This is an optimization exercise on Yosys and OpenROAD, whose aim is small area, not a production implementation.
In this exercise RTL edits were held to simulation tests only and were not proved equivalent to the original.
Power figures rest on the tool's default switching activity, not on a simulated workload.

==> design/flow/design.v <==
module hex7seg_active_low (
    input  logic [3:0] hex,
    output logic [6:0] seg
);
    always_comb begin
        case (hex)
            4'h0: seg = 7'b100_0000;
            4'h1: seg = 7'b111_1001;
            4'h2: seg = 7'b010_0100;
            4'h3: seg = 7'b011_0000;
            4'h4: seg = 7'b001_1001;
            4'h5: seg = 7'b001_0010;
            4'h6: seg = 7'b000_0010;
            4'h7: seg = 7'b111_1000;
            4'h8: seg = 7'b000_0000;
            4'h9: seg = 7'b001_0000;
            4'hA: seg = 7'b000_1000;
            4'hB: seg = 7'b000_0011;
            4'hC: seg = 7'b100_0110;
            4'hD: seg = 7'b010_0001;
            4'hE: seg = 7'b000_0110;
            default: seg = 7'b000_1110;
        endcase
    end
endmodule
module hex7seg_pairs (
    input  logic [3:0] hex,
    output logic [6:0] seg
);
    logic h3, h2, h1, h0;
    assign {h3, h2, h1, h0} = hex;
    assign seg[0] = ~h1 & (h2 ^ h0);                          
    assign seg[1] = h2 & (h1 ^ h0);                           
    assign seg[2] = ~h2 & h1 & ~h0;                           
    assign seg[3] = (~h1 & (h2 ^ h0)) | (h2 & h1 & h0);       
    assign seg[4] = h0 | (h2 & ~h1);                          
    assign seg[5] = (~h2 & (h1 | h0)) | (h1 & h0);            
    assign seg[6] = (~h3 & ~h2 & ~h1) | (h2 & h1 & h0);       
endmodule
module btn_debouncer (
    input  logic clk,
    input  logic rst_n,
    input  logic btn_n_raw,
    output logic press
);
    logic sync0, sync1, stable, stable_d;
    logic [3:0] cnt;
    always_ff @(posedge clk or negedge rst_n) begin
        if (!rst_n) begin
            sync0 <= 1'b1; sync1 <= 1'b1; stable <= 1'b1;
        end else begin
            sync0 <= btn_n_raw;
            sync1 <= sync0;
            if ((sync1 != stable) & (&cnt)) stable <= sync1;
        end
    end
    always_ff @(posedge clk) begin
        stable_d <= stable;
        if (sync1 != stable) cnt <= cnt + 4'd1;
        else                 cnt <= 4'd0;
    end
    assign press = ~stable & stable_d;
endmodule
module turn_leds (
    input  logic clk,
    input  logic rst_n,
    input  logic ph,
    input  logic game_active,
    input  logic current_player,
    output logic led_p1,
    output logic led_p2
);
    logic [9:0] div_hi;
    always_ff @(posedge clk or negedge rst_n) begin
        if (!rst_n)   div_hi <= 10'd0;
        else          div_hi <= div_hi + {9'd0, ~ph};
    end
    assign led_p1 = game_active & ~current_player & div_hi[9];
    assign led_p2 = game_active &  current_player & div_hi[9];
endmodule
module memory_game_fsm_bc (
    input  logic       clk,
    input  logic       rst_n,
    input  logic       start,         
    input  logic       click,         
    input  logic [3:0] sel_idx,       
    output logic       gover,         
    output logic       cur,           
    output logic [3:0] ia, ib,        
    output logic [7:0] pr,            
    output logic       a_up, b_up,    
    output logic       a_gone,        
    output logic [3:0] p1, p2,        
    output logic [3:0] sec            
);
    localparam logic [4:0]
        S_IDLE  = 5'd0,  S_WST   = 5'd1,  S_NEWT  = 5'd2,
        S_PICK1 = 5'd3,  S_PREP1 = 5'd4,  S_DO1   = 5'd5,  S_WAIT1 = 5'd6,
        S_PICK2 = 5'd7,  S_PREP2 = 5'd8,  S_DO2   = 5'd9,  S_WAIT2 = 5'd10,
        S_CHK1  = 5'd11, S_CHK2  = 5'd12,
        S_X0    = 5'd13, S_X1    = 5'd14, S_X2    = 5'd15, S_X3    = 5'd16,
        S_NEXT  = 5'd17, S_GOVER = 5'd18, S_AUTO1 = 5'd19, S_AUTO2 = 5'd23;
    logic [4:0]  s, ns;
    logic [3:0]  lfsr, lfsr_n, cand;
    logic        running, tick, tdone;
    logic [11:0] ps;
    logic        pause, is_auto, stage2, match, cand_ok, take;
    assign pause   = (s == S_DO1) | (s == S_WAIT1) | ((s >= S_DO2) & (s <= S_X3));
    assign is_auto = (s == S_AUTO1) | (s == S_AUTO2);
    assign stage2  = (s == S_PICK2) | (s == S_AUTO2);
    assign lfsr_n  = {lfsr[2:0], lfsr[3] ^ lfsr[1]};
    assign cand    = is_auto ? lfsr_n : sel_idx;
    assign cand_ok = ~pr[cand[2:0]] & ~(stage2 & (cand == ia));
    assign take    = cand_ok & (is_auto | click);
    assign match   = (ia[2:0] == ib[2:0]);
    assign gover   = (s == S_GOVER);
    assign a_up    = ((s >= S_WAIT1) & (s <= S_X0)) | (s == S_AUTO2);
    assign b_up    = (s >= S_WAIT2) & (s <= S_X2);
    assign a_gone  = match & ((s == S_X1) | (s == S_X2));
    always_comb begin
        ns = s;
        case (s)
            S_IDLE:  if (start) ns = S_WST;
            S_WST:   ns = S_NEWT;
            S_NEWT:  ns = S_PICK1;
            S_PICK1: if (take) ns = S_PREP1; else if (tdone) ns = S_AUTO1;
            S_AUTO1: if (take) ns = S_PREP1;
            S_PREP1: ns = S_DO1;
            S_DO1:   ns = S_WAIT1;
            S_WAIT1: ns = S_PICK2;
            S_PICK2: if (take) ns = S_PREP2; else if (tdone) ns = S_AUTO2;
            S_AUTO2: if (take) ns = S_PREP2;
            S_PREP2: ns = S_DO2;
            S_DO2:   ns = S_WAIT2;
            S_WAIT2: ns = S_CHK1;
            S_CHK1:  ns = S_CHK2;
            S_CHK2:  ns = S_X0;
            S_X0:    ns = S_X1;
            S_X1:    ns = S_X2;
            S_X2:    ns = S_X3;
            S_X3:    ns = S_NEXT;
            S_NEXT:  ns = (match & (&pr)) ? S_GOVER : S_NEWT;
            S_GOVER: if (start) ns = S_IDLE;
            default: ns = S_IDLE;
        endcase
    end
    always_ff @(posedge clk or negedge rst_n) begin
        if (!rst_n) begin
            s <= S_IDLE; cur <= 1'b0; pr <= 8'd0;
            lfsr <= 4'hA; p1 <= 4'd0; p2 <= 4'd0;
        end else begin
            s <= ns;
            if (is_auto) lfsr <= lfsr_n;
            if ((s == S_X2) & match) pr[ib[2:0]] <= 1'b1;
            if ((s == S_NEXT) & ~match) cur <= ~cur;
            if (start) begin
                p1 <= 4'd0; p2 <= 4'd0;
            end else if ((s == S_NEXT) & match) begin
                if (cur) p2 <= p2 + 4'd1; else p1 <= p1 + 4'd1;
            end
        end
    end
    always_ff @(posedge clk) begin
        if (take & ((s == S_PICK1) | (s == S_AUTO1))) ia <= cand;
        if (take & stage2) ib <= cand;
    end
    always_ff @(posedge clk) begin
        if (pause | ~running) begin
            ps <= 12'd0; tick <= 1'b0;
        end else begin
            ps <= ps + 12'd1; tick <= &ps;
        end
        tdone <= running & ~pause & tick & (s != S_NEWT) & (sec == 4'd1);
    end
    always_ff @(posedge clk or negedge rst_n) begin
        if (!rst_n) begin
            running <= 1'b0; sec <= 4'd0;
        end else begin
            if (s == S_NEWT) begin
                sec <= 4'd15; running <= 1'b1;
            end else if (running & ~pause & tick & (sec != 4'd0)) begin
                sec <= sec - 4'd1;
            end
        end
    end
endmodule
module vgaController (
    input  logic       clk,
    input  logic       rst_n,
    output logic       ph,
    output logic [3:0] xs,
    output logic [6:0] xc,
    output logic [3:0] ys,
    output logic [5:0] yc
);
    logic       x_end, y_end, line_end;
    logic [3:0] xs_n, ys_n;
    logic [6:0] x_start;
    logic [5:0] y_start;
    assign xs_n  = xs + 4'd1;
    assign x_end = ph & ((~xs[3] & xs[0]) ? (xc[6] & xc[3] & xc[1]) : (&xc));
    always_comb begin
        if (!xs_n[3]) x_start = xs_n[0] ? 7'd1 : 7'd52;
        else case (xs_n[2:0])
            3'b000:  x_start = 7'd108;
            3'b001:  x_start = 7'd112;
            3'b010:  x_start = 7'd32;
            3'b111:  x_start = 7'd108;
            default: x_start = 7'd116;
        endcase
    end
    assign line_end = x_end & (xs == 4'b1110);
    assign ys_n  = ys + 4'd1;
    assign y_end = (~ys[3] & ys[0]) ? (yc[5] & yc[4] & yc[2] & yc[1]) : (&yc);
    always_comb begin
        if (!ys_n[3]) y_start = ys_n[0] ? 6'd1 : 6'd8;
        else case (ys_n[2:0])
            3'b000:  y_start = 6'd44;
            3'b001:  y_start = 6'd54;
            3'b010:  y_start = 6'd62;
            3'b011:  y_start = 6'd55;
            3'b111:  y_start = 6'd44;
            default: y_start = 6'd56;
        endcase
    end
    logic [7:0] xcp;
    assign xcp = {xc, ph} + 8'd1;
    always_ff @(posedge clk or negedge rst_n) begin
        if (!rst_n) begin
            ph <= 1'b1; xs <= 4'b1111; xc <= 7'd108; ys <= 4'b1111; yc <= 6'd44;
        end else begin
            if (x_end) begin
                xs <= xs_n; {xc, ph} <= {x_start, 1'b0};
            end else begin
                {xc, ph} <= xcp;
            end
            if (line_end) begin
                if (y_end) begin
                    ys <= ys_n; yc <= y_start;
                end else begin
                    yc <= yc + 6'd1;
                end
            end
        end
    end
endmodule
module videoGen_game (
    input  logic        clk,
    input  logic        rst_n,
    input  logic        ph,
    input  logic [3:0]  xs,
    input  logic [6:0]  xc,
    input  logic [3:0]  ys,
    input  logic [5:0]  yc,
    input  logic [3:0]  sel_idx,
    input  logic [3:0]  ia, ib,
    input  logic [7:0]  pr,
    input  logic        a_up, b_up, a_gone,
    input  logic        gover,
    input  logic [3:0]  p1, p2,
    output logic        blank_b,
    output logic [7:0]  r, g, b
);
    logic x_vis, y_vis, in_vp;
    assign x_vis   = ~xs[3] | (xs == 4'b1000) | (xs == 4'b1111);
    assign y_vis   = ~ys[3] | (ys == 4'b1000) | (ys == 4'b1111);
    assign in_vp   = ~xs[3] & ~ys[3];
    assign blank_b = x_vis & y_vis;
    logic [1:0] cx, cy;
    logic       hx, hy;        
    logic [6:0] adx;           
    logic [5:0] ady;           
    logic [3:0] ci;
    assign cx  = xs[2:1];
    assign hx  = xs[0];
    assign cy  = ys[2:1];
    assign hy  = ys[0];
    assign adx = hx ? xc : ~xc;
    assign ady = hy ? yc : ~yc;
    assign ci  = {cy, cx};
    logic is_rem, is_face, sel_hit, bord3, bord5;
    assign is_rem  = pr[ci[2:0]] | (a_gone & (ci == ia));
    assign is_face = (a_up & (ci == ia)) | (b_up & (ci == ib));
    assign sel_hit = (ci == sel_idx);
    assign bord3 = (~hx & (adx >= 7'd73)) | (hx & (adx >= 7'd72)) |
                   (~hy & (ady >= 6'd53)) | (hy & (ady >= 6'd52));
    assign bord5 = (~hx & (adx >= 7'd71)) | (hx & (adx >= 7'd70)) |
                   (~hy & (ady >= 6'd51)) | (hy & (ady >= 6'd50));
    function automatic logic [5:0] ring_lo(input logic [5:0] v);
        case (v)
            6'd0: ring_lo = 6'd30;
            6'd1: ring_lo = 6'd30;
            6'd2: ring_lo = 6'd30;
            6'd3: ring_lo = 6'd30;
            6'd4: ring_lo = 6'd30;
            6'd5: ring_lo = 6'd30;
            6'd6: ring_lo = 6'd30;
            6'd7: ring_lo = 6'd30;
            6'd8: ring_lo = 6'd29;
            6'd9: ring_lo = 6'd29;
            6'd10: ring_lo = 6'd29;
            6'd11: ring_lo = 6'd28;
            6'd12: ring_lo = 6'd28;
            6'd13: ring_lo = 6'd28;
            6'd14: ring_lo = 6'd27;
            6'd15: ring_lo = 6'd26;
            6'd16: ring_lo = 6'd26;
            6'd17: ring_lo = 6'd25;
            6'd18: ring_lo = 6'd24;
            6'd19: ring_lo = 6'd24;
            6'd20: ring_lo = 6'd23;
            6'd21: ring_lo = 6'd22;
            6'd22: ring_lo = 6'd21;
            6'd23: ring_lo = 6'd20;
            6'd24: ring_lo = 6'd18;
            6'd25: ring_lo = 6'd17;
            6'd26: ring_lo = 6'd15;
            6'd27: ring_lo = 6'd14;
            6'd28: ring_lo = 6'd11;
            6'd29: ring_lo = 6'd8;
            6'd30: ring_lo = 6'd0;
            6'd31: ring_lo = 6'd0;
            6'd32: ring_lo = 6'd0;
            6'd33: ring_lo = 6'd0;
            6'd34: ring_lo = 6'd0;
            6'd35: ring_lo = 6'd0;
            6'd36: ring_lo = 6'd0;
            default: ring_lo = 6'd63;
        endcase
    endfunction
    function automatic logic [5:0] ring_hi(input logic [5:0] v);
        case (v)
            6'd0: ring_hi = 6'd36;
            6'd1: ring_hi = 6'd35;
            6'd2: ring_hi = 6'd35;
            6'd3: ring_hi = 6'd35;
            6'd4: ring_hi = 6'd35;
            6'd5: ring_hi = 6'd35;
            6'd6: ring_hi = 6'd35;
            6'd7: ring_hi = 6'd35;
            6'd8: ring_hi = 6'd35;
            6'd9: ring_hi = 6'd34;
            6'd10: ring_hi = 6'd34;
            6'd11: ring_hi = 6'd34;
            6'd12: ring_hi = 6'd33;
            6'd13: ring_hi = 6'd33;
            6'd14: ring_hi = 6'd33;
            6'd15: ring_hi = 6'd32;
            6'd16: ring_hi = 6'd32;
            6'd17: ring_hi = 6'd31;
            6'd18: ring_hi = 6'd31;
            6'd19: ring_hi = 6'd30;
            6'd20: ring_hi = 6'd29;
            6'd21: ring_hi = 6'd29;
            6'd22: ring_hi = 6'd28;
            6'd23: ring_hi = 6'd27;
            6'd24: ring_hi = 6'd26;
            6'd25: ring_hi = 6'd25;
            6'd26: ring_hi = 6'd24;
            6'd27: ring_hi = 6'd23;
            6'd28: ring_hi = 6'd22;
            6'd29: ring_hi = 6'd21;
            6'd30: ring_hi = 6'd19;
            6'd31: ring_hi = 6'd18;
            6'd32: ring_hi = 6'd16;
            6'd33: ring_hi = 6'd14;
            6'd34: ring_hi = 6'd11;
            6'd35: ring_hi = 6'd8;
            6'd36: ring_hi = 6'd0;
            default: ring_hi = 6'd0;
        endcase
    endfunction
    logic [7:0] t;
    logic sh_ring, sh_dia, sh_cross, sh_x, shape;
    assign sh_ring  = ~adx[6] & (adx[5:0] >= ring_lo(ady)) & (adx[5:0] <= ring_hi(ady));
    assign t        = {1'b0, adx} + ({2'b0, ady} ^ {8{cx[1]}}) + {7'd0, cx[1]};
    assign sh_dia   = (t >= 8'd30) & (t <= 8'd36);
    assign sh_x     = (t <= 8'd6) | (t >= 8'd250);
    assign sh_cross = ((adx <= 7'd6) & (ady <= 6'd36)) | ((ady <= 6'd6) & (adx <= 7'd36));
    always_comb begin
        case (cx)
            2'd0:    shape = sh_ring;
            2'd1:    shape = sh_dia;
            2'd2:    shape = sh_cross;
            default: shape = sh_x;
        endcase
    end
    logic colAGD, colFE, colBC, rowA, rowG, rowD, rowFB, rowEC, dig;
    assign colAGD = ((cx == 2'd1) & (hx | (adx <= 7'd9))) | ((cx == 2'd2) & (~hx | (adx <= 7'd8)));
    assign colFE  = (cx == 2'd1) & (hx ? (adx <= 7'd12) : (adx <= 7'd9));
    assign colBC  = (cx == 2'd2) & (hx ? (adx <= 7'd8) : (adx <= 7'd13));
    assign rowA   = (cy == 2'd0) & hy & (ady >= 6'd31) & (ady <= 6'd52);
    assign rowG   = ((cy == 2'd1) & hy & (ady >= 6'd44)) | ((cy == 2'd2) & ~hy & (ady >= 6'd45));
    assign rowD   = (cy == 2'd3) & ~hy & (ady >= 6'd32) & (ady <= 6'd53);
    assign rowFB  = ((cy == 2'd0) & hy & (ady >= 6'd53)) | ((cy == 2'd1) & (~hy | (ady <= 6'd43)));
    assign rowEC  = ((cy == 2'd2) & (hy | (ady <= 6'd44))) | ((cy == 2'd3) & ~hy & (ady >= 6'd54));
    always_comb begin
        if (p1 > p2)      dig = colBC & (rowFB | rowEC);
        else if (p2 > p1) dig = (colAGD & (rowA | rowD | rowG)) | (colBC & rowFB) | (colFE & rowEC);
        else              dig = (colAGD & (rowA | rowD)) | ((colBC | colFE) & (rowFB | rowEC));
        dig = dig & in_vp & gover;
    end
    logic [3:0] cls;
    always_comb begin
        if (!blank_b)             cls = 4'd0;
        else if (!in_vp)          cls = 4'd1;
        else if (is_rem)          cls = 4'd2;
        else if (sel_hit & bord5) cls = 4'd3;
        else if (bord3)           cls = 4'd4;
        else if (!is_face)        cls = 4'd5;
        else if (shape)           cls = {1'b1, ci[2:0]};
        else                      cls = 4'd6;
    end
    logic [3:0]  cls_q;
    logic        dim_q, vis_q, dig_q;
    logic [23:0] bl, pal;
    always_comb begin
        case (cls_q)
            4'd0:  pal = 24'h000000;
            4'd1:  pal = {8'd10,  8'd50,  8'd15};
            4'd2:  pal = {8'd28,  8'd28,  8'd28};
            4'd3:  pal = {8'd255, 8'd255, 8'd60};
            4'd4:  pal = {8'd240, 8'd240, 8'd240};
            4'd5:  pal = {8'd20,  8'd80,  8'd20};
            4'd6:  pal = {8'd16,  8'd60,  8'd16};
            4'd7:  pal = 24'h000000;
            4'd8:  pal = {8'd200, 8'd120, 8'd20};
            4'd9:  pal = {8'd40,  8'd200, 8'd160};
            4'd10: pal = {8'd180, 8'd60,  8'd200};
            4'd11: pal = {8'd230, 8'd210, 8'd40};
            4'd12: pal = {8'd80,  8'd230, 8'd80};
            4'd13: pal = {8'd60,  8'd120, 8'd240};
            4'd14: pal = {8'd240, 8'd120, 8'd60};
            default: pal = {8'd180, 8'd180, 8'd210};
        endcase
    end
    always_ff @(posedge clk or negedge rst_n) begin
        if (!rst_n) begin
            cls_q <= 4'd0; dim_q <= 1'b0; vis_q <= 1'b0;
        end else if (ph) begin
            cls_q <= cls; dim_q <= gover & in_vp; vis_q <= blank_b;
        end
    end
    always_ff @(posedge clk) begin
        if (ph) begin
            dig_q <= dig;
            if (dim_q) bl <= {{1'b0, bl[23:17]} + 8'd80, {1'b0, bl[15:9]} + 8'd10, {1'b0, bl[7:1]} + 8'd10};
            else       bl <= pal;
        end
    end
    assign r = vis_q ? (dig_q ? 8'hFF : bl[23:16]) : 8'h00;
    assign g = vis_q ? (dig_q ? 8'hFF : bl[15:8])  : 8'h00;
    assign b = vis_q ? (dig_q ? 8'hFF : bl[7:0])   : 8'h00;
endmodule
module memoria_fpga_top (
    input  logic        clk50,
    input  logic [3:0]  SW,
    input  logic        KEY0_n,
    input  logic        KEY1_n,
    input  logic        RESET_n,
    output logic        vgaclk,
    output logic        hsync, vsync,
    output logic        sync_b, blank_b,
    output logic [7:0]  r, g, b,
    output logic        LED_P1,
    output logic        LED_P2,
    output logic [3:0]  P1_PAIRS,
    output logic [3:0]  P2_PAIRS,
    output logic [6:0]  HEX0,
    output logic [6:0]  HEX1,
    output logic [6:0]  HEX2
);
    logic       ph;
    logic [3:0] xs, ys;
    logic [6:0] xc;
    logic [5:0] yc;
    vgaController u_vgac (
        .clk(clk50), .rst_n(RESET_n), .ph(ph), .xs(xs), .xc(xc), .ys(ys), .yc(yc)
    );
    assign vgaclk = ~ph;
    assign hsync  = ~(xs == 4'b1010);
    assign vsync  = ~(ys == 4'b1010);
    assign sync_b = hsync & vsync;
    logic start_pulse, click_pulse;
    btn_debouncer u_db_start (.clk(clk50), .rst_n(RESET_n), .btn_n_raw(KEY0_n), .press(start_pulse));
    btn_debouncer u_db_click (.clk(clk50), .rst_n(RESET_n), .btn_n_raw(KEY1_n), .press(click_pulse));
    logic       gover, cur, a_up, b_up, a_gone;
    logic [3:0] ia, ib, p1, p2, sec;
    logic [7:0] pr;
    memory_game_fsm_bc u_game (
        .clk(clk50), .rst_n(RESET_n), .start(start_pulse), .click(click_pulse), .sel_idx(SW),
        .gover(gover), .cur(cur), .ia(ia), .ib(ib), .pr(pr), .a_up(a_up), .b_up(b_up),
        .a_gone(a_gone), .p1(p1), .p2(p2), .sec(sec)
    );
    turn_leds u_leds (
        .clk(clk50), .rst_n(RESET_n), .ph(ph), .game_active(~gover), .current_player(cur),
        .led_p1(LED_P1), .led_p2(LED_P2)
    );
    assign P1_PAIRS = p1;
    assign P2_PAIRS = p2;
    hex7seg_pairs      u_hex_p1 (.hex(p1),  .seg(HEX0));
    hex7seg_pairs      u_hex_p2 (.hex(p2),  .seg(HEX1));
    hex7seg_active_low u_hex_tm (.hex(sec), .seg(HEX2));
    videoGen_game u_vgen (
        .clk(clk50), .rst_n(RESET_n), .ph(ph), .xs(xs), .xc(xc), .ys(ys), .yc(yc),
        .sel_idx(SW), .ia(ia), .ib(ib), .pr(pr), .a_up(a_up), .b_up(b_up), .a_gone(a_gone),
        .gover(gover), .p1(p1), .p2(p2), .blank_b(blank_b), .r(r), .g(g), .b(b)
    );
endmodule
==> design/flow/run.sh <==
#!/bin/bash
# synth_recipe.tcl (not shown) runs the flow's synth.tcl, then flattens the netlist and writes it again
# the make line also repeats each setting of config.mk as NAME=value (left out here)
make -C /OpenROAD-flow-scripts/flow DESIGN_CONFIG=/design/flow/config.mk WORK_HOME=/design/flow/orfs CLKGATE_MAP_FILE= SYNTH_SCRIPT=/design/flow/synth_recipe.tcl finish
==> design/flow/config.mk <==
export PLATFORM = sky130hd
export DESIGN_NAME = memoria_fpga_top
export DESIGN_NICKNAME = memoria_fpga_top
export VERILOG_FILES = /design/flow/design.v
export SDC_FILE = /design/flow/constraint.sdc
export NUM_CORES = 4
export LEC_CHECK = 0
export ABC_AREA = 1
export CAP_MARGIN = 20
export CORE_MARGIN = 2
export CORE_UTILIZATION = 40
export SLEW_MARGIN = 20
==> design/flow/constraint.sdc <==
create_clock -name core_clock -period 80.0 [get_ports {clk50}]
set_input_delay 16.0000 -clock core_clock [delete_from_list [all_inputs] [get_ports {clk50}]]
set_output_delay 16.0000 -clock core_clock [all_outputs]
set_load 0.01 [all_outputs]
==> reports/results.ini, run 1 <==
[critical_path]
startpoint = u_vgac.xs[2]
cp_slowest_stage_delay_ps = 740
crit_type = reg -> out
path_cells = inv_1 -> or2_2 -> o21ai_0 -> nand2_1 -> nand2_1 -> inv_1 -> clkdlybuf4s50_1
startpoint_type = register
worstPathArrival_ps = 2690
critPathCaptureType = primary output
rr_startpoint = u_vgac.ys[0]
path_delay_family = buffers and inverters
critPathSlowestCell = dfstp_2
crit_buf_inv = 3
r2r.worst_path.cells = 23
r2r_slack_ps = 75730
cp_max_fo = 15
crit_required_ps = 64000
worst-path-stages = 7

[synth]
ys_seq_area_frac = 0.346
syn_area_per_cell_sq_um = 7.31
synth-edff-count = 33
synth.cell_area_sq_um = 9760
yosys_most_used_dff = dfrtp_1
synth_cell_type_count = 62
ys_ff_latch = 132
synth-warning-count = 6
syn_inst = 1336
synth_nets = 1416
synthArstFlopShare = 0.568

[cells_and_area]
drive_gt1_frac = 0.0655
fin_area_sq_um = 11300
antenna_cells = 0
fin_nets = 1472
final_cell_mix = nand2_1 (248), inv_1 (207), nor2_1 (146), o21ai_0 (87), nand3_1 (83)
layout_commonest_cell = nand2_1
fin_util = 0.466
areaGrowthSynthToFinish_pct = 15.4

[routing]
dr.pass1.iters = 5
wire_per_inst_microns = 14.0
dr_total_vias = 8826
drt_iter0_markers = 664
vias_per_cell = 5.10
drc = 0
totalWireLength_microns = 24200
route.antenna.remaining_nets = 0

[run]
drv_cap = 0

[die]
start_util = 0.404
pin_count = 68
die_h_microns = 160
core_region_area_sq_um = 24200
fp-row-count = 57
die_w_microns = 160
die-area_sq_um = 25700

[placed_design]
gp_congestion = 0.962
dp_hpwl_microns = 18100
numPortBuffers = 67
placedInstanceArea_sq_um = 10700

[timing]
hold_violations = 0
fin_crit_sh = 0.234
timing.slew.headroom = 0.464
worst_pin_slew_ps = 803
max_freq_mhz = 53.5
slew_viol_final = 0
setup-violations-final = 0
rsz0062_at_grt = false
fin_worst_skew_ps = 17.5
setup_tns_ps = 0
period_minus_slack_ps = 18690

[min_path]
min-delay-start = u_db_start.sync0
hold_class = reg -> reg
whs_path_depth = 0

[cts]
cts_buffers = 17
clk_latency_ps = 420
ctsHoldBuffers = 0
cts_tree = yes
cts_root_buf = clkbuf_16
cts_sinks = 132
path_clk_slew_ps = 60
htree_levels = 4
post_cts_resized = 0
clock_path_buffers = 2
post-cts-setup-buffers = 0

[grt]
first_global_vias = 8366
grt_first_pass_wirelength_microns = 40700
antenna_found_initial = 0
grt.total_usage = 0.190
grt_max_degree = 76
grt_overflow = 0

[pwr]
ir_drop_uv = 14.5
leakage_nw = 5.19
power_density_nw_per_um2 = 12.8

[outcome]
status = complete, no violations

-- worst register-to-register path: cells and delay by family (launching register included) --
| kind | cells | cell delay, ps |
|---|---|---|
| AOI/OAI and AO/OA | 8 | 1150 |
| adders and majority gates | 2 | 430 |
| buffers and inverters | 4 | 650 |
| DFF | 1 | 730 |
| and+or+nand+nor | 9 | 1180 |
-- state kept, by name, indices dropped and copies added, names as in the netlist, 5 cells and up --
register,count
u_game.pr,8
u_vgen.bl,24
u_leds.div_hi,10
u_game.s,5
u_game.ps,12
u_vgac.yc,6
u_vgac.xc,7
-- area by class of cell --
| type | instances | area, sq um |
|---|---|---|
| Tap cell | 324 | 405 |
| Sequential cell | 132 | 3380 |
| Timing Repair Buffer | 72 | 718 |
| Clock buffer | 18 | 429 |
| Inverter | 219 | 822 |
| Fill cell | 2350 | 12900 |
| Multi-Input combinational cell | 950 | 5420 |
| Clock inverter | 14 | 91.3 |
-- report_power, final --
| part | internal, mW | switching, mW |
|---|---|---|
| combinational | 0.00186 | 0.00299 |
| clock | 0.0392 | 0.0296 |
| sequential | 0.0695 | 0.000515 |
-- through the flow --
| stage | hold WS (ps) | total power, mW | setup slack (ps) | std cells |
|---|---|---|---|---|
| after CTS | 355 | 0.145 | 61250 | 1728 |
| after global routing | 364 | 0.149 | 61150 | 1729 |
| final | 354 | 0.144 | 61310 | 1729 |
| after floorplan | 345 | 0.0738 | 62500 | 1336 |
| after detailed placement | 347 | 0.0760 | 61710 | 1696 |
| after global placement | 346 | 0.0759 | 61760 | 1696 |
-- routing by layer --
| metal | share of wire | vias to the layer above | global-route usage |
|---|---|---|---|
| li1 | - | 4553 | - |
| met1 | 0.48 | 4031 | 0.265 |
| met2 | 0.47 | 224 | 0.312 |
| met3 | 0.043 | 18 | 0.0317 |
| met4 | 0.0077 | 0 | 0.0373 |
| met5 | 0 | - | 0 |
-- Yosys cell counts, drive strengths merged, types with 8 or more instances --
library cell / instances / share of area
nand2: 255 / 0.10
inv: 215 / 0.083
nor2: 148 / 0.058
o21ai: 100 / 0.054
nand3: 85 / 0.045
a21oi: 77 / 0.040
ha: 71 / 0.091
dfrtp: 51 / 0.13
xor2: 40 / 0.036
edfxtp: 33 / 0.10
clkbuf: 28 / 0.011
dfstp: 24 / 0.065
dfxtp: 24 / 0.049
nor3: 24 / 0.012
nand4: 18 / 0.014
xnor2: 17 / 0.015
a31oi: 16 / 0.010
o211ai: 11 / 0.0085
o22ai: 11 / 0.0070
o31ai: 11 / 0.0085
a22oi: 8 / 0.0062
-- logic make-up (layout without fill, tap and decap cells) --
family | after synthesis | count (layout) | synth area share
and+or+nand+nor | 545 | 545 | 0.241
AOI/OAI and AO/OA | 274 | 274 | 0.168
buffers and inverters | 254 | 323 | 0.0987
DFF | 132 | 132 | 0.346
adders and majority gates | 72 | 72 | 0.0930
xor gates and xnor gates | 57 | 57 | 0.0511
muxes | 2 | 2 | 0.00205
-- path summary, 6_finish.rpt --
kind                                    end
min in group asynchronous      u_game.p1[1]
max in group asynchronous      u_vgac.xc[6]
min reg2reg                u_db_start.sync1
max                                 blank_b
min                        u_db_start.sync1
max reg2reg                 u_vgen.cls_q[2]
==> run 2: changes to the inputs <==
--- a/design/flow/design.v
+++ b/design/flow/design.v
@@ -105,3 +105,3 @@
     logic        running, tick, tdone;
-    logic [11:0] ps;
+    logic [12:0] ps;
     logic        pause, is_auto, stage2, match, cand_ok, take;
@@ -166,8 +166,8 @@
     end
+    logic ps_end;
+    assign ps_end = (ps == 13'd2713);
     always_ff @(posedge clk) begin
-        if (pause | ~running) begin
-            ps <= 12'd0; tick <= 1'b0;
-        end else begin
-            ps <= ps + 12'd1; tick <= &ps;
-        end
+        if (pause | ~running | ps_end) ps <= 13'd0;
+        else ps <= {ps[11:0], ~(ps[12] ^ ps[3] ^ ps[2] ^ ps[0])};
+        tick <= ~pause & running & ps_end;
         tdone <= running & ~pause & tick & (s != S_NEWT) & (sec == 4'd1);
@@ -269,5 +269,5 @@
     logic [1:0] cx, cy;
-    logic       hx, hy;        
-    logic [6:0] adx;           
-    logic [5:0] ady;           
+    logic       hx, hy;
+    logic [6:0] adx;
+    logic [5:0] ady;
     logic [3:0] ci;
@@ -280,3 +280,34 @@
     assign ci  = {cy, cx};
-    logic is_rem, is_face, sel_hit, bord3, bord5;
+    logic bx3, bx5, by3, by5, colAGD, colFE, colBC, rowA, rowG, rowD, rowFB, rowEC;
+    logic ax6, ax36, ay6, ay36;
+    logic [5:0] rlo, rhi;
+    assign bx3 = (xc[3] & xc[6] & hx) | (~xc[1] & ~xc[3] & ~xc[6] & ~hx) | (~xc[0] & ~xc[3] & ~xc[6] & ~hx);
+    assign bx5 = (xc[1] & xc[2] & xc[6] & hx) | (xc[3] & xc[6] & hx) | (~xc[3] & ~xc[6] & ~hx) | (~xc[0] & ~xc[1] & ~xc[2] & ~xc[6] & ~hx);
+    assign by3 = (~yc[1] & ~yc[2] & ~yc[4] & ~yc[5] & ~hy) | (~yc[0] & ~yc[2] & ~yc[4] & ~yc[5] & ~hy) | (yc[2] & yc[4] & yc[5] & hy);
+    assign by5 = (~yc[2] & ~yc[4] & ~yc[5] & ~hy) | (~yc[0] & ~yc[1] & ~yc[4] & ~yc[5] & ~hy) | (yc[1] & yc[4] & yc[5] & hy) | (yc[2] & yc[4] & yc[5] & hy);
+    assign colAGD = (~hx & ~cx[0] & cx[1]) | (~xc[3] & ~xc[4] & ~xc[5] & ~xc[6] & ~cx[0] & cx[1]) | (~xc[0] & ~xc[1] & ~xc[2] & ~xc[4] & ~xc[5] & ~xc[6] & ~cx[0] & cx[1]) | (xc[1] & xc[2] & xc[4] & xc[5] & xc[6] & cx[0] & ~cx[1]) | (xc[3] & xc[4] & xc[5] & xc[6] & cx[0] & ~cx[1]) | (hx & cx[0] & ~cx[1]);
+    assign colFE = (~xc[3] & ~xc[4] & ~xc[5] & ~xc[6] & cx[0] & ~cx[1]) | (~xc[2] & ~xc[4] & ~xc[5] & ~xc[6] & cx[0] & ~cx[1]) | (xc[1] & xc[2] & xc[4] & xc[5] & xc[6] & cx[0] & ~cx[1]) | (xc[3] & xc[4] & xc[5] & xc[6] & cx[0] & ~cx[1]) | (~xc[0] & ~xc[1] & ~xc[4] & ~xc[5] & ~xc[6] & cx[0] & ~cx[1]);
+    assign colBC = (~xc[3] & ~xc[4] & ~xc[5] & ~xc[6] & ~cx[0] & cx[1]) | (~xc[0] & ~xc[1] & ~xc[2] & ~xc[4] & ~xc[5] & ~xc[6] & ~cx[0] & cx[1]) | (xc[2] & xc[4] & xc[5] & xc[6] & ~cx[0] & cx[1]) | (xc[3] & xc[4] & xc[5] & xc[6] & ~cx[0] & cx[1]) | (xc[1] & xc[4] & xc[5] & xc[6] & ~cx[0] & cx[1]);
+    assign rowA = (yc[0] & yc[1] & yc[2] & yc[3] & yc[4] & hy & ~cy[0] & ~cy[1]) | (~yc[4] & yc[5] & hy & ~cy[0] & ~cy[1]) | (~yc[2] & yc[5] & hy & ~cy[0] & ~cy[1]) | (~yc[0] & ~yc[1] & yc[5] & hy & ~cy[0] & ~cy[1]);
+    assign rowG = (~yc[4] & ~yc[5] & ~hy & ~cy[0] & cy[1]) | (~yc[1] & ~yc[2] & ~yc[3] & ~yc[5] & ~hy & ~cy[0] & cy[1]) | (~yc[0] & ~yc[2] & ~yc[3] & ~yc[5] & ~hy & ~cy[0] & cy[1]) | (yc[2] & yc[3] & yc[5] & hy & cy[0] & ~cy[1]) | (yc[4] & yc[5] & hy & cy[0] & ~cy[1]);
+    assign rowD = (yc[1] & ~yc[5] & ~hy & cy[0] & cy[1]) | (yc[2] & ~yc[5] & ~hy & cy[0] & cy[1]) | (yc[4] & ~yc[5] & ~hy & cy[0] & cy[1]);
+    assign rowFB = (yc[0] & yc[2] & yc[4] & yc[5] & hy & ~cy[0] & ~cy[1]) | (yc[1] & yc[2] & yc[4] & yc[5] & hy & ~cy[0] & ~cy[1]) | (~hy & cy[0] & ~cy[1]) | (~yc[5] & cy[0] & ~cy[1]) | (~yc[3] & ~yc[4] & cy[0] & ~cy[1]) | (~yc[2] & ~yc[4] & cy[0] & ~cy[1]);
+    assign rowEC = (yc[3] & yc[4] & ~cy[0] & cy[1]) | (yc[5] & ~cy[0] & cy[1]) | (~yc[1] & ~yc[2] & ~yc[4] & ~yc[5] & ~hy & cy[0] & cy[1]) | (hy & ~cy[0] & cy[1]) | (yc[2] & yc[4] & ~cy[0] & cy[1]) | (yc[0] & yc[1] & ~yc[3] & ~cy[0] & cy[1]);
+    assign ax6 = (xc[2] & xc[3] & xc[4] & xc[5] & xc[6]) | (~xc[2] & ~xc[3] & ~xc[4] & ~xc[5] & ~xc[6]) | (~xc[1] & ~xc[3] & ~xc[4] & ~xc[5] & ~xc[6]) | (~xc[0] & ~xc[3] & ~xc[4] & ~xc[5] & ~xc[6]) | (xc[0] & xc[3] & xc[4] & xc[5] & xc[6]) | (xc[1] & xc[3] & xc[4] & xc[5] & xc[6]);
+    assign ax36 = (xc[5] & xc[6]) | (~xc[5] & ~xc[6]) | (~xc[2] & ~xc[3] & ~xc[4] & ~xc[6]) | (xc[2] & xc[3] & xc[4] & xc[6]) | (~xc[0] & ~xc[1] & ~xc[3] & ~xc[4] & xc[5]) | (xc[0] & xc[1] & xc[3] & xc[4] & xc[6]);
+    assign ay6 = (yc[2] & yc[3] & yc[4] & yc[5]) | (yc[0] & yc[3] & yc[4] & yc[5]) | (yc[1] & yc[3] & yc[4] & yc[5]) | (~yc[2] & ~yc[3] & ~yc[4] & ~yc[5]) | (~yc[1] & ~yc[3] & ~yc[4] & ~yc[5]) | (~yc[0] & ~yc[3] & ~yc[4] & ~yc[5]);
+    assign ay36 = (yc[0] & yc[1] & yc[3] & yc[4]) | (yc[2] & yc[3] & yc[4]) | (yc[5] & ~hy) | (~yc[5] & hy) | (~yc[0] & ~yc[1] & ~yc[3] & ~yc[4]) | (~yc[2] & ~yc[3] & ~yc[4]);
+    assign rlo[0] = (~ady[0] & ady[1] & ady[3] & ~ady[4]) | (ady[0] & ~ady[1] & ~ady[2] & ady[4]) | (~ady[0] & ady[2] & ~ady[3] & ady[4]) | (~ady[0] & ady[1] & ~ady[2] & ady[3]) | (~ady[0] & ~ady[1] & ady[2] & ady[4]) | (~ady[1] & ~ady[2] & ady[3] & ~ady[4]);
+    assign rlo[1] = (~ady[3] & ~ady[4] & ~ady[5]) | (ady[1] & ady[2] & ~ady[4]) | (ady[1] & ~ady[2] & ady[3] & ady[4]) | (~ady[0] & ~ady[1] & ady[4]) | (~ady[1] & ady[2] & ~ady[3] & ady[4]);
+    assign rlo[2] = (ady[1] & ~ady[2] & ady[3]) | (~ady[3] & ~ady[4] & ~ady[5]) | (ady[2] & ~ady[3] & ~ady[5]) | (~ady[1] & ~ady[4] & ~ady[5]);
+    assign rlo[3] = (~ady[4] & ~ady[5]) | (~ady[1] & ady[2] & ady[3]) | (~ady[2] & ~ady[3] & ady[4]) | (ady[1] & ~ady[2] & ady[3]);
+    assign rlo[4] = (~ady[3] & ~ady[5]) | (ady[3] & ~ady[4]) | (~ady[1] & ~ady[2] & ady[3]);
+    assign rlo[5] = 1'b0;
+    assign rhi[0] = (~ady[0] & ~ady[1] & ady[3] & ~ady[4]) | (~ady[0] & ady[1] & ~ady[2] & ~ady[3]) | (ady[0] & ady[2] & ~ady[3]) | (ady[0] & ~ady[2] & ady[3] & ady[4]) | (~ady[0] & ady[1] & ady[2] & ady[3]) | (ady[0] & ~ady[1] & ady[2]) | (ady[2] & ~ady[3] & ~ady[4] & ~ady[5]) | (ady[0] & ~ady[1] & ~ady[3] & ~ady[5]) | (ady[0] & ~ady[3] & ~ady[4] & ~ady[5]) | (~ady[1] & ady[2] & ~ady[3] & ady[4]);
+    assign rhi[1] = (ady[2] & ~ady[3] & ~ady[4] & ~ady[5]) | (~ady[2] & ady[3] & ~ady[4]) | (ady[0] & ady[1] & ady[4]) | (~ady[0] & ady[1] & ~ady[2] & ~ady[3]) | (ady[0] & ~ady[2] & ~ady[3] & ~ady[5]) | (~ady[0] & ~ady[1] & ady[3] & ady[4]) | (ady[0] & ~ady[1] & ady[5]) | (ady[1] & ady[2] & ady[3] & ady[4]);
+    assign rhi[2] = (~ady[0] & ~ady[1] & ~ady[2] & ~ady[3] & ~ady[4] & ~ady[5]) | (ady[0] & ~ady[1] & ady[5]) | (ady[0] & ady[1] & ~ady[2] & ady[4]) | (~ady[1] & ady[2] & ady[4]) | (~ady[0] & ady[1] & ~ady[3] & ady[4]) | (ady[0] & ~ady[1] & ~ady[3] & ady[4]);
+    assign rhi[3] = (ady[0] & ady[5]) | (ady[1] & ady[5]) | (ady[2] & ~ady[3] & ady[4]) | (ady[0] & ~ady[3] & ady[4]) | (~ady[1] & ~ady[2] & ady[3] & ady[4]) | (~ady[0] & ady[1] & ~ady[2] & ady[4]);
+    assign rhi[4] = (ady[0] & ady[4]) | (ady[1] & ady[4]) | (ady[2] & ady[4]) | (ady[3] & ady[4]) | (~ady[0] & ~ady[1] & ~ady[2] & ady[5]);
+    assign rhi[5] = (~ady[4] & ~ady[5]) | (~ady[0] & ~ady[1] & ~ady[2] & ~ady[3] & ~ady[5]);
+    logic is_rem, is_face, sel_hit;
     assign is_rem  = pr[ci[2:0]] | (a_gone & (ci == ia));
@@ -284,93 +315,5 @@
     assign sel_hit = (ci == sel_idx);
-    assign bord3 = (~hx & (adx >= 7'd73)) | (hx & (adx >= 7'd72)) |
-                   (~hy & (ady >= 6'd53)) | (hy & (ady >= 6'd52));
-    assign bord5 = (~hx & (adx >= 7'd71)) | (hx & (adx >= 7'd70)) |
-                   (~hy & (ady >= 6'd51)) | (hy & (ady >= 6'd50));
-    function automatic logic [5:0] ring_lo(input logic [5:0] v);
-        case (v)
-            6'd0: ring_lo = 6'd30;
-            6'd1: ring_lo = 6'd30;
-            6'd2: ring_lo = 6'd30;
-            6'd3: ring_lo = 6'd30;
-            6'd4: ring_lo = 6'd30;
-            6'd5: ring_lo = 6'd30;
-            6'd6: ring_lo = 6'd30;
-            6'd7: ring_lo = 6'd30;
-            6'd8: ring_lo = 6'd29;
-            6'd9: ring_lo = 6'd29;
-            6'd10: ring_lo = 6'd29;
-            6'd11: ring_lo = 6'd28;
-            6'd12: ring_lo = 6'd28;
-            6'd13: ring_lo = 6'd28;
-            6'd14: ring_lo = 6'd27;
-            6'd15: ring_lo = 6'd26;
-            6'd16: ring_lo = 6'd26;
-            6'd17: ring_lo = 6'd25;
-            6'd18: ring_lo = 6'd24;
-            6'd19: ring_lo = 6'd24;
-            6'd20: ring_lo = 6'd23;
-            6'd21: ring_lo = 6'd22;
-            6'd22: ring_lo = 6'd21;
-            6'd23: ring_lo = 6'd20;
-            6'd24: ring_lo = 6'd18;
-            6'd25: ring_lo = 6'd17;
-            6'd26: ring_lo = 6'd15;
-            6'd27: ring_lo = 6'd14;
-            6'd28: ring_lo = 6'd11;
-            6'd29: ring_lo = 6'd8;
-            6'd30: ring_lo = 6'd0;
-            6'd31: ring_lo = 6'd0;
-            6'd32: ring_lo = 6'd0;
-            6'd33: ring_lo = 6'd0;
-            6'd34: ring_lo = 6'd0;
-            6'd35: ring_lo = 6'd0;
-            6'd36: ring_lo = 6'd0;
-            default: ring_lo = 6'd63;
-        endcase
-    endfunction
-    function automatic logic [5:0] ring_hi(input logic [5:0] v);
-        case (v)
-            6'd0: ring_hi = 6'd36;
-            6'd1: ring_hi = 6'd35;
-            6'd2: ring_hi = 6'd35;
-            6'd3: ring_hi = 6'd35;
-            6'd4: ring_hi = 6'd35;
-            6'd5: ring_hi = 6'd35;
-            6'd6: ring_hi = 6'd35;
-            6'd7: ring_hi = 6'd35;
-            6'd8: ring_hi = 6'd35;
-            6'd9: ring_hi = 6'd34;
-            6'd10: ring_hi = 6'd34;
-            6'd11: ring_hi = 6'd34;
-            6'd12: ring_hi = 6'd33;
-            6'd13: ring_hi = 6'd33;
-            6'd14: ring_hi = 6'd33;
-            6'd15: ring_hi = 6'd32;
-            6'd16: ring_hi = 6'd32;
-            6'd17: ring_hi = 6'd31;
-            6'd18: ring_hi = 6'd31;
-            6'd19: ring_hi = 6'd30;
-            6'd20: ring_hi = 6'd29;
-            6'd21: ring_hi = 6'd29;
-            6'd22: ring_hi = 6'd28;
-            6'd23: ring_hi = 6'd27;
-            6'd24: ring_hi = 6'd26;
-            6'd25: ring_hi = 6'd25;
-            6'd26: ring_hi = 6'd24;
-            6'd27: ring_hi = 6'd23;
-            6'd28: ring_hi = 6'd22;
-            6'd29: ring_hi = 6'd21;
-            6'd30: ring_hi = 6'd19;
-            6'd31: ring_hi = 6'd18;
-            6'd32: ring_hi = 6'd16;
-            6'd33: ring_hi = 6'd14;
-            6'd34: ring_hi = 6'd11;
-            6'd35: ring_hi = 6'd8;
-            6'd36: ring_hi = 6'd0;
-            default: ring_hi = 6'd0;
-        endcase
-    endfunction
     logic [7:0] t;
     logic sh_ring, sh_dia, sh_cross, sh_x, shape;
-    assign sh_ring  = ~adx[6] & (adx[5:0] >= ring_lo(ady)) & (adx[5:0] <= ring_hi(ady));
+    assign sh_ring  = ay36 & ax36 & (adx[5:0] >= rlo) & (adx[5:0] <= rhi);
     assign t        = {1'b0, adx} + ({2'b0, ady} ^ {8{cx[1]}}) + {7'd0, cx[1]};
@@ -378,3 +321,3 @@
     assign sh_x     = (t <= 8'd6) | (t >= 8'd250);
-    assign sh_cross = ((adx <= 7'd6) & (ady <= 6'd36)) | ((ady <= 6'd6) & (adx <= 7'd36));
+    assign sh_cross = (ax6 & ay36) | (ay6 & ax36);
     always_comb begin
@@ -387,11 +330,3 @@
     end
-    logic colAGD, colFE, colBC, rowA, rowG, rowD, rowFB, rowEC, dig;
-    assign colAGD = ((cx == 2'd1) & (hx | (adx <= 7'd9))) | ((cx == 2'd2) & (~hx | (adx <= 7'd8)));
-    assign colFE  = (cx == 2'd1) & (hx ? (adx <= 7'd12) : (adx <= 7'd9));
-    assign colBC  = (cx == 2'd2) & (hx ? (adx <= 7'd8) : (adx <= 7'd13));
-    assign rowA   = (cy == 2'd0) & hy & (ady >= 6'd31) & (ady <= 6'd52);
-    assign rowG   = ((cy == 2'd1) & hy & (ady >= 6'd44)) | ((cy == 2'd2) & ~hy & (ady >= 6'd45));
-    assign rowD   = (cy == 2'd3) & ~hy & (ady >= 6'd32) & (ady <= 6'd53);
-    assign rowFB  = ((cy == 2'd0) & hy & (ady >= 6'd53)) | ((cy == 2'd1) & (~hy | (ady <= 6'd43)));
-    assign rowEC  = ((cy == 2'd2) & (hy | (ady <= 6'd44))) | ((cy == 2'd3) & ~hy & (ady >= 6'd54));
+    logic dig;
     always_comb begin
@@ -404,13 +339,13 @@
     always_comb begin
-        if (!blank_b)             cls = 4'd0;
-        else if (!in_vp)          cls = 4'd1;
-        else if (is_rem)          cls = 4'd2;
-        else if (sel_hit & bord5) cls = 4'd3;
-        else if (bord3)           cls = 4'd4;
-        else if (!is_face)        cls = 4'd5;
-        else if (shape)           cls = {1'b1, ci[2:0]};
-        else                      cls = 4'd6;
+        if (!blank_b)                       cls = 4'd0;
+        else if (!in_vp)                    cls = 4'd1;
+        else if (is_rem)                    cls = 4'd2;
+        else if (sel_hit & (bx5 | by5))     cls = 4'd3;
+        else if (bx3 | by3)                 cls = 4'd4;
+        else if (!is_face)                  cls = 4'd5;
+        else if (shape)                     cls = {1'b1, ci[2:0]};
+        else                                cls = 4'd6;
     end
     logic [3:0]  cls_q;
-    logic        dim_q, vis_q, dig_q;
+    logic        dim_q, dig_q, live;
     logic [23:0] bl, pal;
@@ -438,5 +373,8 @@
         if (!rst_n) begin
-            cls_q <= 4'd0; dim_q <= 1'b0; vis_q <= 1'b0;
-        end else if (ph) begin
-            cls_q <= cls; dim_q <= gover & in_vp; vis_q <= blank_b;
+            cls_q <= 4'd0; dim_q <= 1'b0; live <= 1'b0;
+        end else begin
+            live <= 1'b1;
+            if (ph) begin
+                cls_q <= cls; dim_q <= gover & in_vp;
+            end
         end
@@ -446,9 +384,10 @@
             dig_q <= dig;
-            if (dim_q) bl <= {{1'b0, bl[23:17]} + 8'd80, {1'b0, bl[15:9]} + 8'd10, {1'b0, bl[7:1]} + 8'd10};
-            else       bl <= pal;
+            if (dim_q)         bl <= {{1'b0, bl[23:17]} + 8'd80, {1'b0, bl[15:9]} + 8'd10, {1'b0, bl[7:1]} + 8'd10};
+            else if (blank_b)  bl <= pal;
+            else               bl <= 24'h000000;
         end
     end
-    assign r = vis_q ? (dig_q ? 8'hFF : bl[23:16]) : 8'h00;
-    assign g = vis_q ? (dig_q ? 8'hFF : bl[15:8])  : 8'h00;
-    assign b = vis_q ? (dig_q ? 8'hFF : bl[7:0])   : 8'h00;
+    assign r = {8{live}} & (bl[23:16] | {8{dig_q}});
+    assign g = {8{live}} & (bl[15:8]  | {8{dig_q}});
+    assign b = {8{live}} & (bl[7:0]   | {8{dig_q}});
 endmodule
--- a/design/flow/config.mk
+++ b/design/flow/config.mk
@@ -10,3 +10,5 @@
 export CORE_MARGIN = 2
-export CORE_UTILIZATION = 40
+export CORE_UTILIZATION = 70
+export CTS_BUF_LIST = sky130_fd_sc_hd__clkbuf_4
+export PLACE_DENSITY = 0.85
 export SLEW_MARGIN = 20
==> reports/results.ini, run 2 <==
[min_path]
hold_class = reg -> reg

[cts]
post_cts_resized = 0
cts_buffers = 17
post-cts-setup-buffers = 0
clock_path_buffers = 2
ctsHoldBuffers = 0
cts_root_buf = clkbuf_4
cts_sinks = 133
path_clk_slew_ps = 120
htree_levels = 4
cts_tree = yes
clk_latency_ps = 570

[synth]
synth_cell_type_count = 66
synth-xor-area-share = 0.0452
ys_ff_latch = 133
synth_area_leaders = dfrtp_1 (13%), edfxtp_1 (10%), ha_1 (8.9%), nand2_1 (8.3%), inv_1 (7.5%)
synth.cell_area_sq_um = 9670
synth_top_cell_by_area = dfrtp_1
synth_top_family_by_area = simple AND/OR/NAND/NOR gates
synth_fa_ha_area_frac = 0.0914
synth_nets = 1381
yosysMostFrequentCell = nand2_1
synth-warning-count = 6
synth-edff-count = 33
syn_inst = 1303
syn_area_per_cell_sq_um = 7.42
synth_compound_area_frac = 0.167
yosysTopAreaCellShare = 0.132
synthArstFlopShare = 0.564
synth_simple_gate_area_frac = 0.245
ys_seq_area_frac = 0.351
yosys_most_used_dff = dfrtp_1
netlist_top_cells_count = nand2_1 (215), inv_1 (192), nor2_1 (172)
synth.area.mux_share = 0.00207

[cells_and_area]
reg.largest.list = u_vgen.bl: 24 flops, u_game.ps: 13 flops, u_leds.div_hi: 10 flops
fin_util = 0.797
areaGrowthSynthToFinish_pct = 10.0
drive_gt1_frac = 0.0718
fin_nets = 1429
largest-register = u_vgen.bl
final_cell_mix = nand2_1 (215), inv_1 (192), nor2_1 (172), o21ai_0 (92), nand3_1 (79)
layout_commonest_cell = nand2_1
largest_reg_flops = 24
nFillCells = 964

[timing]
setup-violations-final = 0
slew_viol_final = 0
rsz0062_at_grt = false
timing.slew.headroom = 0.357
period_minus_slack_ps = 18820
setup_tns_ps = 0
fin_crit_sh = 0.235
worst_pin_slew_ps = 964
max_freq_mhz = 53.1
hold_violations = 0
setup_ws_ps = 61180
whs_ps = 369
fin_worst_skew_ps = 19.0

[die]
core_region_area_sq_um = 13300
start_util = 0.724
die-area_sq_um = 14800
fp-row-count = 42
die_w_microns = 122
pin_count = 68
die_h_microns = 122

[pwr]
ir_drop_uv = 17.4
leakage_nw = 4.79
power_density_nw_per_um2 = 11.2

[routing]
drc = 0
wire_per_inst_microns = 15.2
dr_total_vias = 9028
dr.pass1.iters = 8
route.antenna.remaining_nets = 0
vias_per_cell = 5.86
drt_iter0_markers = 911
totalWireLength_microns = 23500

[run]
drv_cap = 0

[placed_design]
numPortBuffers = 67
gp_congestion = 1.03
dp_hpwl_microns = 17700
post-place-ws_ps = 61730

[critical_path]
crit_required_ps = 64000
crit_type = reg -> out
startpoint_type = register
critPathCaptureType = primary output
cp_max_fo = 16
worstPathArrival_ps = 2820

[grt]
grt_max_degree = 76
grt_overflow = 0
grt_first_pass_wirelength_microns = 38900
first_global_vias = 8233
antenna_found_initial = 1
grt.total_usage = 0.329

[outcome]
status = complete, no violations

run 2: logic make-up after synthesis:
family,after synthesis
simple gates,543
compound gates,265
buf+inv,240
flops,133
fa+ha+maj,70
xor+xnor,49
mux,2
other cells,1
run 2: worst paths after layout:
kind                             startpoint                to  slack [ps]  cells past startpoint
setup / recovery               u_vgac.xs[1]           blank_b       61180                      7
hold / removal             u_db_start.sync0  u_db_start.sync1         370                      0
setup reg to reg               u_vgac.ys[0]   u_vgen.cls_q[2]       75620                     21
hold reg to reg            u_db_start.sync0  u_db_start.sync1         370                      0
max in group asynchronous           RESET_n     u_game.sec[3]       63790                      1
min in group asynchronous           RESET_n      u_game.pr[0]       15580                      1
run 2: final cells by class:
cell class / instances / area (sq um) / area share
inverters: 202 / 771 / 0.0724
diodes: 1 / 2.50 / 0.000235
clock buffers: 22 / 165 / 0.0155
multi-input cells: 930 / 5330 / 0.501
repair buffers: 67 / 668 / 0.0628
flip-flops and latches: 133 / 3400 / 0.319
well taps: 176 / 220 / 0.0207
clock inverters: 10 / 86.3 / 0.00811
run 2: stage by stage:
stage	instances	area, sq um	power [mW]
final	1541	10600	0.119
after global routing	1541	10600	0.124
after CTS	1540	10600	0.120
after detailed placement	1508	10400	0.0787
after global placement	1508	10400	0.0785
after floorplan	1303	9670	0.0753
run 2: critical path: stages (launching register included):
cell	delay, ps
dfstp_2	680
inv_1	270
ha_1	300
a21oi_1	140
nand2_1	60
nand2_1	190
inv_1	110
clkdlybuf4s50_1	490
run 2: report_power, final:
group | leakage [nW] | internal [mW] | switching, mW
combinational | 3.22 | 0.00302 | 0.00395
sequential | 1.42 | 0.0699 | 0.000490
clock | 0.150 | 0.0170 | 0.0251
total | 4.79 | 0.0899 | 0.0295
run 2: per-layer routing:
layer  GRT usage  up-vias  routed length, microns
li1            -     4451                       -
met1       0.444     4111                   10100
met2       0.540      421                   11200
met3      0.0581       45                    1760
met4       0.111        0                     437
met5           0        -                       0
==> run 3: changes to the inputs <==
--- a/design/flow/config.mk
+++ b/design/flow/config.mk
@@ -11,3 +11,5 @@
 export CORE_UTILIZATION = 70
-export CTS_BUF_LIST = sky130_fd_sc_hd__clkbuf_4
+export CTS_BUF_LIST = sky130_fd_sc_hd__clkbuf_8
+export CTS_CLUSTER_DIAMETER = 100
+export CTS_CLUSTER_SIZE = 40
 export PLACE_DENSITY = 0.85
==> reports/results.ini, run 3 <==
[critical_path]
critPathSlowestCell = dfstp_2
crit_required_ps = 64000
startpoint = u_vgac.xs[1]
r2r_end = u_vgen.cls_q[2]
path_cells = inv_1 -> ha_1 -> a21oi_1 -> nand2_1 -> nand2_1 -> inv_1 -> clkdlybuf4s50_1
critPathCaptureType = primary output
worstPathArrival_ps = 2700
startpoint_type = register
crit_type = reg -> out
crit_path_end = blank_b
rr_startpoint = u_vgac.ys[0]
r2r.worst_path.cells = 21
cp_max_fo = 16
r2r_slack_ps = 75620
cp_slowest_stage_delay_ps = 670

[timing]
period_minus_slack_ps = 18700
setup_ws_ps = 61300
slew_viol_final = 0
rsz0062_at_grt = false
hold_violations = 0
setup-violations-final = 0
fin_worst_skew_ps = 15.1
fin_crit_sh = 0.234
setup_tns_ps = 0
timing.slew.headroom = 0.349
worst_pin_slew_ps = 977
max_freq_mhz = 53.5

[routing]
drc = 0
dr_total_vias = 9033
dr.pass1.iters = 6
drt_iter0_markers = 965
route.antenna.remaining_nets = 0
totalWireLength_microns = 23800
vias_per_cell = 5.87
wire_per_inst_microns = 15.5

[run]
drv_cap = 0

[cells_and_area]
final_cell_mix = nand2_1 (215), inv_1 (197), nor2_1 (172), o21ai_0 (92), nand3_1 (79)
fin_nets = 1429
antenna_cells = 0
areaGrowthSynthToFinish_pct = 11.0
reg.largest.list = u_vgen.bl: 24 flops, u_game.ps: 13 flops, u_leds.div_hi: 10 flops
layout_commonest_cell = nand2_1
drive_gt1_frac = 0.0689
fin_util = 0.804
largest-register = u_vgen.bl
largest_reg_flops = 24

[synth]
syn_area_per_cell_sq_um = 7.42
synth-edff-count = 33
yosys_most_used_dff = dfrtp_1
synthArstFlopShare = 0.564
synth_top_cell_by_area = dfrtp_1
synth_area_leaders = dfrtp_1 (13%), edfxtp_1 (10%), ha_1 (8.9%), nand2_1 (8.3%), inv_1 (7.5%)
yosysMostFrequentCell = nand2_1
ys_ff_latch = 133
yosysTopAreaCellShare = 0.132
ys_seq_area_frac = 0.351
synth_cell_type_count = 66
synth-warning-count = 6
synth.cell_area_sq_um = 9670
syn_inst = 1303
synth_nets = 1381
netlist_top_cells_count = nand2_1 (215), inv_1 (192), nor2_1 (172)

[cts]
post_cts_resized = 0
cts_root_buf = clkbuf_8
path_clk_slew_ps = 80
cts_sinks = 133
post-cts-setup-buffers = 0
ctsHoldBuffers = 0
clk_latency_ps = 460
cts_buffers = 17
clock_path_buffers = 2
htree_levels = 4
cts_tree = yes

[pwr]
power_density_nw_per_um2 = 12.0
leakage_nw = 4.84
ir_drop_uv = 16.8

[die]
start_util = 0.724
core_region_area_sq_um = 13300
die_w_microns = 122
fp-row-count = 42
pin_count = 68
die-area_sq_um = 14800
die_h_microns = 122

[grt]
grt_first_pass_wirelength_microns = 39400
first_global_vias = 8291
grt_overflow = 0
grt_max_degree = 76
antenna_found_initial = 0
grt.total_usage = 0.334

[min_path]
min-delay-start = u_db_start.sync0
hold_class = reg -> reg

[placed_design]
numPortBuffers = 67
gp_congestion = 1.03
post-place-ws_ps = 61730
dp_hpwl_microns = 17700

[outcome]
status = complete, no violations

-- run 3: logic make-up (layout without fill, tap and decap cells) --
logic type               count (synthesis)  after routing  share of synthesized area
AND/OR/NAND/NOR                        543            543                      0.245
AO/OA/AOI/OAI                          265            265                      0.167
buffers and inverters                  240            301                     0.0976
flip-flops                             133            133                      0.351
adder cells (fa/ha/maj)                 70             70                     0.0914
XOR/XNOR                                49             49                     0.0452
multiplexers                             2              2                    0.00207
other                                    1              1                   0.000388
-- run 3: worst min path at each step --
stage                            end  slack, ps  cells past startpoint
global placement    u_db_click.sync1        350                      0
CTS                 u_db_start.sync1        360                      0
finish              u_db_start.sync1        360                      0
floorplan           u_db_click.sync1        350                      0
global route        u_db_click.sync1        370                      0
detailed placement  u_db_start.sync1        350                      0
-- run 3: metrics by stage --
stage | instances | cell area [sq um] | hold WS [ps] | power [mW]
3_5_place_dp | 1508 | 10400 | 353 | 0.0787
6_report | 1540 | 10700 | 364 | 0.129
4_1_cts | 1540 | 10700 | 364 | 0.130
2_1_floorplan | 1303 | 9670 | 345 | 0.0753
3_3_place_gp | 1508 | 10400 | 346 | 0.0785
5_1_grt | 1540 | 10700 | 370 | 0.133
-- run 3: power breakdown --
part           switching, mW  internal (mW)  total, mW
Clock                 0.0267         0.0247     0.0514
Sequential          0.000493         0.0699     0.0704
Combinational        0.00397        0.00302    0.00699
Total                 0.0312         0.0976      0.129
-- run 3: worst max-delay path: cells and delay by family (launching register included) --
family,cells,cell delay [ps]
adders and majority gates,1,300
AOI/OAI and AO/OA,1,140
buffers and inverters,3,880
and+or+nand+nor,2,250
DFF,1,670
-- run 3: cell type report --
type	instances	area, sq um
Clock buffer	18	248
Clock inverter	14	101
Fill cell	952	2610
Inverter	202	771
Multi-Input combinational cell	930	5330
Sequential cell	133	3400
Tap cell	176	220
Timing Repair Buffer	67	668
-- run 3: metal layers --
| metal | routed length (microns) | up-vias | share of wire | GRT usage |
|---|---|---|---|---|
| met5 | 0 | - | 0 | 0 |
| met4 | 459 | 0 | 0.019 | 0.117 |
| met3 | 1700 | 43 | 0.071 | 0.0515 |
| met2 | 11400 | 402 | 0.48 | 0.551 |
| met1 | 10300 | 4134 | 0.43 | 0.453 |
| li1 | - | 4454 | - | - |
==> run 4: changes to the inputs <==
--- a/design/flow/config.mk
+++ b/design/flow/config.mk
@@ -12,4 +12,2 @@
 export CTS_BUF_LIST = sky130_fd_sc_hd__clkbuf_8
-export CTS_CLUSTER_DIAMETER = 100
-export CTS_CLUSTER_SIZE = 40
 export PLACE_DENSITY = 0.85
==> reports/results.ini, run 4 <==
[critical_path]
crit_required_ps = 64000
path_cells = inv_1 -> ha_1 -> a21oi_1 -> nand2_1 -> nand2_1 -> inv_1 -> clkdlybuf4s50_1
crit_type = reg -> out
crit_buf_inv = 3
startpoint_type = register
critPathSlowestCell = dfstp_2
critPathCaptureType = primary output
cp_slowest_stage_delay_ps = 670
cp_max_fo = 16
worstPathArrival_ps = 2700
path_delay_family = buffers and inverters

[timing]
rsz0062_at_grt = false
fin_worst_skew_ps = 15.1
setup_tns_ps = 0
period_minus_slack_ps = 18700
max_freq_mhz = 53.5
hold_violations = 0
setup_ws_ps = 61300
slew_viol_final = 0
timing.slew.headroom = 0.349
fin_crit_sh = 0.234
worst_pin_slew_ps = 977
setup-violations-final = 0

[cells_and_area]
largest_reg_flops = 24
areaGrowthSynthToFinish_pct = 11.0
seqCellArea_sq_um = 3400
nFillCells = 952
multi_input_area_sq_um = 5330
antenna_cells = 0
fin_nets = 1429
reg.largest.list = u_vgen.bl: 24 flops, u_game.ps: 13 flops, u_leds.div_hi: 10 flops
final_cell_mix = nand2_1 (215), inv_1 (197), nor2_1 (172), o21ai_0 (92), nand3_1 (79)
layout_commonest_cell = nand2_1
largest-register = u_vgen.bl
drive_gt1_frac = 0.0689

[cts]
path_clk_slew_ps = 80
clock_path_buffers = 2
cts_sinks = 133
clk_latency_ps = 460
post-cts-setup-buffers = 0
cts_tree = yes
post_cts_resized = 0
cts_buffers = 17
ctsHoldBuffers = 0
htree_levels = 4
cts_root_buf = clkbuf_8

[synth]
netlist_top_cells_count = nand2_1 (215), inv_1 (192), nor2_1 (172)
ys_seq_area_frac = 0.351
ys_ff_latch = 133
yosys_most_used_dff = dfrtp_1
synth-warning-count = 6
synth_top_cell_by_area = dfrtp_1
yosysTopAreaCellShare = 0.132
synth-edff-count = 33
synthArstFlopShare = 0.564
synth_nets = 1381
synth.cell_area_sq_um = 9670
yosysMostFrequentCell = nand2_1
synth_cell_type_count = 66
syn_inst = 1303
synth_area_leaders = dfrtp_1 (13%), edfxtp_1 (10%), ha_1 (8.9%), nand2_1 (8.3%), inv_1 (7.5%)
syn_area_per_cell_sq_um = 7.42

[pwr]
ir_drop_uv = 16.8
power_density_nw_per_um2 = 12.0
leakage_nw = 4.84

[outcome]
status = complete, no violations

[die]
start_util = 0.724
fp-row-count = 42
pin_count = 68
core_region_area_sq_um = 13300
die_w_microns = 122
die_h_microns = 122
die-area_sq_um = 14800

[grt]
grt_max_degree = 76
first_global_vias = 8291
grt_overflow = 0
grt_first_pass_wirelength_microns = 39400
grt.total_usage = 0.334
antenna_found_initial = 0

[placed_design]
dp_hpwl_microns = 17700
numPortBuffers = 67
gp_congestion = 1.03
post-place-ws_ps = 61730

[routing]
wire_per_inst_microns = 15.5
drc = 0
totalWireLength_microns = 23800
dr.pass1.iters = 6
route.antenna.remaining_nets = 0
vias_per_cell = 5.87
dr_total_vias = 9033
drt_iter0_markers = 965

[min_path]
hold_class = reg -> reg

[run]
drv_cap = 0

-- run 4: cell families after synthesis --
kind of cell / Yosys count / synth area share
adder cells (fa/ha/maj): 70 / 0.0914
AND/OR/NAND/NOR: 543 / 0.245
AO/OA/AOI/OAI: 265 / 0.167
other: 1 / 0.000388
buffers and inverters: 240 / 0.0976
multiplexers: 2 / 0.00207
XOR/XNOR: 49 / 0.0452
flip-flops: 133 / 0.351
-- run 4: power by group --
group          total (mW)  switching, mW  internal (mW)  leakage [nW]
Sequential         0.0704       0.000493         0.0699          1.42
Clock              0.0514         0.0267         0.0247         0.203
Combinational     0.00699        0.00397        0.00302          3.22
Total               0.129         0.0312         0.0976          4.84
-- run 4: worst paths after layout --
check                                 startpoint                to  slack (ps)  depth (start not counted)
worst min-delay path            u_db_start.sync0  u_db_start.sync1         360                          0
worst max register to register      u_vgac.ys[0]   u_vgen.cls_q[2]       75620                         21
worst max-delay path                u_vgac.xs[1]           blank_b       61300                          7
min in group asynchronous                RESET_n    u_game.lfsr[0]       15690                          1
max in group asynchronous                RESET_n  u_leds.div_hi[7]       63670                          1
worst min register to register  u_db_start.sync0  u_db_start.sync1         360                          0
-- run 4: area by class of cell --
cell class              instances  area share
inverters                     202      0.0718
clock inverters                14     0.00944
flip-flops and latches        133       0.317
clock buffers                  18      0.0231
multi-input cells             930       0.496
repair buffers                 67      0.0622
well taps                     176      0.0205
-- run 4: per-layer routing --
metal,vias up,global-route usage,routed length [microns]
met5,-,0,0
met1,4134,0.453,10300
li1,4454,-,-
met4,0,0.117,459
met2,402,0.551,11400
met3,43,0.0515,1700
-- run 4: per-stage QoR --
| step | power [mW] | cells | utilization | area (sq um) | hold slack (ps) |
|---|---|---|---|---|---|
| final | 0.129 | 1540 | 0.804 | 10700 | 364 |
| after global routing | 0.133 | 1540 | 0.804 | 10700 | 370 |
| after CTS | 0.130 | 1540 | 0.804 | 10700 | 364 |
| after detailed placement | 0.0787 | 1508 | 0.778 | 10400 | 353 |
| after global placement | 0.0785 | 1508 | 0.778 | 10400 | 346 |
| after floorplan | 0.0753 | 1303 | - | 9670 | 345 |

==> separate check: timing with driven ports <==
How much do the figures lean on ideal ports? The routed layouts below were timed once more, with nothing changed but the port constraints.
Step 1 sets driving cells, clkbuf_16 on the clock port and buf_2 on the other inputs (assumed; they add their load-dependent delay and slew).
Step 2, shift: input delay + t, output delay - t, t = (earliest + latest rising clock arrival at the registers) / 2. This alone moves slack from input paths to output paths.
Three values: ideal, step 1, step 2; two values: the first two.
run | shift t [ns] | slack for setup (ns) | worst setup path after step 2
run 1 | 0.453 | 61.309 / 61.264 / 61.706 | input to register
run 2 | 0.596 | 61.183 / 61.148 / 61.709 | input to register
run 3 | 0.494 | 61.304 / 61.266 / 61.714 | input to register
run 4 | 0.494 | 61.304 / 61.266 / 61.714 | input to register
After both steps every run listed still meets setup and hold.
